What follows belongs to an exercise in optimizing a design on an open flow for a short achievable clock period and few clock cycles; a production flow would make more cautious choices.
In this exercise RTL edits were held to simulation tests only and were not proved equivalent to the original.

==> run a: inputs <==
## y86_pipe
module y86_pipe(
    input         clk,
    input         rst,             
    output [63:0] imem_addr,       
    input  [79:0] imem_data,       
    output [63:0] dmem_addr,
    output        dmem_we,
    output [63:0] dmem_wdata,
    input  [63:0] dmem_rdata,      
    output [1:0]  stat             
);
clock: 33.0 ns
lec_check: 0
abc_clock_period_in_ps: 5000
cap_margin: 20
core_margin: 2
core_utilization: 25
gpl_routability_driven: 1
gpl_timing_driven: 1
place_density: 0.35
slew_margin: 20
synth_hierarchical: 1
standard.sh (not shown) runs the stock make flow with config.mk's settings and CLKGATE_MAP_FILE= SYNTH_SCRIPT=/design/flow/synth_recipe.tcl, a recipe that flattens the netlist after the stock synthesis.
==> flow/flow/run.sh <==
#!/bin/bash
set -euo pipefail
bash standard.sh SETUP_SLACK_MARGIN=26 finish > standard_flow.log 2>&1
==> run b (differences from run a) <==
--- a/flow/design.v
+++ b/flow/design.v
@@ -16,15 +16,15 @@
 reg         x_valid;
 reg  [3:0]  x_icode, x_ifun;
 reg  [3:0]  x_srcA, x_srcB, x_dstE, x_dstM;
 reg  [63:0] x_valC, x_valP;
 reg  [1:0]  x_stat;                
 reg  [1:0]  x_ridx;
 reg         x_pred;
-wire        y_valid = 1'b0;
+reg         y_valid;
 reg  [3:0]  y_icode, y_ifun;
 reg  [3:0]  y_srcA, y_srcB, y_dstE, y_dstM;
 reg         m_we;
 reg  [63:0] m_addr, m_wdata;
 reg  [3:0]  m_dstM;
 reg         m_isret;               
 reg  [3:0]  m_kill;                
@@ -209,14 +209,16 @@
                   .rdata(dmem_rdata[16*j +: 16]), .valC(imem_data[16*j+8 +: 16]), .pc_next(pc_next[16*j +: 16]));
         pc_sel so(.rst(rst), .redirect(m_isret), .go(f_go), .ins(imem_data), .zf(zf_n), .sf(sf_n), .of(of_n),
                   .pc(pc[16*j +: 16]), .pc1(pc1[16*j +: 16]), .pc2(pc2[16*j +: 16]), .pc4(pc4[16*j +: 16]),
                   .pc9(pc9[16*j +: 16]), .pc10(pc10[16*j +: 16]), .ras(ras_top[16*j +: 16]),
                   .rdata(dmem_rdata[16*j +: 16]), .valC(imem_data[16*j+8 +: 16]), .pc_next(pco_next[16*j +: 16]));
     end
 endgenerate
+wire f_pair = pairable(f_icode, f_ifun) && pairable(g_icode, g_ifun) &&
+              !((f_icode == 4'hA || f_icode == 4'hB) && (g_icode == 4'hA || g_icode == 4'hB));
 always @(posedge clk) begin
     pc     <= pc_next;
     pc_out <= pco_next;
     if (rst)
         f_stop <= 1'b0;
     else if (f_go && f_final)
         f_stop <= 1'b1;
@@ -233,20 +235,23 @@
         ras_tgt[ras_ptr + 2'd1] <= pc9;
     if (f_go)
         x_ridx <= f_call ? ras_ptr + 2'd1 : ras_ptr;
     if (x_go && x_cl)
         ras_S[x_ridx] <= sum[11:0];
     if (rst) begin
         x_valid <= 1'b0;
+        y_valid <= 1'b0;
     end
     else if (x_split) begin
         x_valid <= 1'b1;
+        y_valid <= 1'b0;
     end
     else if (!x_stall) begin
         x_valid <= f_go;
+        y_valid <= f_go && f_pair;
     end
     if (x_split) begin
         x_icode <= y_icode;
         x_ifun  <= y_ifun;
         x_srcA  <= y_srcA;
         x_srcB  <= y_srcB;
         x_dstE  <= y_dstE;
@@ -371,15 +376,15 @@
 wire [3:0] fn2 = ins[19:16];
 function pairable(input [3:0] c, input [3:0] f);
     pairable = (c == 4'h2 && f <= 4'd6) || (c == 4'h6 && f <= 4'd3) ||
                c == 4'hA || c == 4'hB;
 endfunction
 wire mem1 = ic == 4'hA || ic == 4'hB;
 wire mem2 = ic2 == 4'hA || ic2 == 4'hB;
-wire pair = 1'b0;    
+wire pair = pairable(ic, fn) && pairable(ic2, fn2) && !(mem1 && mem2);
 reg cnd;
 always @(*) begin
     case (fn)
         4'd0: cnd = 1'b1;
         4'd1: cnd = (sf ^ of) | zf;
         4'd2: cnd = sf ^ of;
         4'd3: cnd = zf;
Settings changed: ABC_CLOCK_PERIOD_IN_PS 5000 to unset, MIN_ROUTING_LAYER set to met2.
==> summary.txt <==
Run a passed the timing, DRC and antenna checks. Run b ended with an error in 5_1_grt (GRT-0116). Against run b, the synthesized area of run a is lower by 25%. Of run a and run b, run b has the higher synthesized cell count (gap 28%, measured against run b).
Testbench counts of run a, summed over its fixed seeds: cycles 45,702.
Testbench counts of run b, summed over its fixed seeds: cycles 40,676.

[what the ideal ports hide]
Ports are ideal in the flow. The routed layout listed here was re-timed in OpenROAD.
Step 1 (the two cells are an assumption about what drives the block):
set clk [get_ports {clk}]
set_driving_cell -lib_cell sky130_fd_sc_hd__clkbuf_16 $clk
set_driving_cell -lib_cell sky130_fd_sc_hd__buf_2 [delete_from_list [all_inputs] $clk]
Step 2 moves the port delays by t, midway between the first and last clock arrival at a register: inputs arrive t later, outputs are due t later. That takes back most of the time a late clock gives input paths.
Slacks: ideal / step 1 / step 2; pairs: ideal / step 1.
run: run a
shift t [ns]: 1.101
setup WS [ns]: 24.820 / 24.689 / 24.087
hold slack, ns: 0.445 / 0.445 / 0.445
worst setup path after step 2: input to register
After both steps run a still meets setup and hold. The setup slack of run a moves by -0.131 ns with the drivers and by -0.733 ns with both steps.
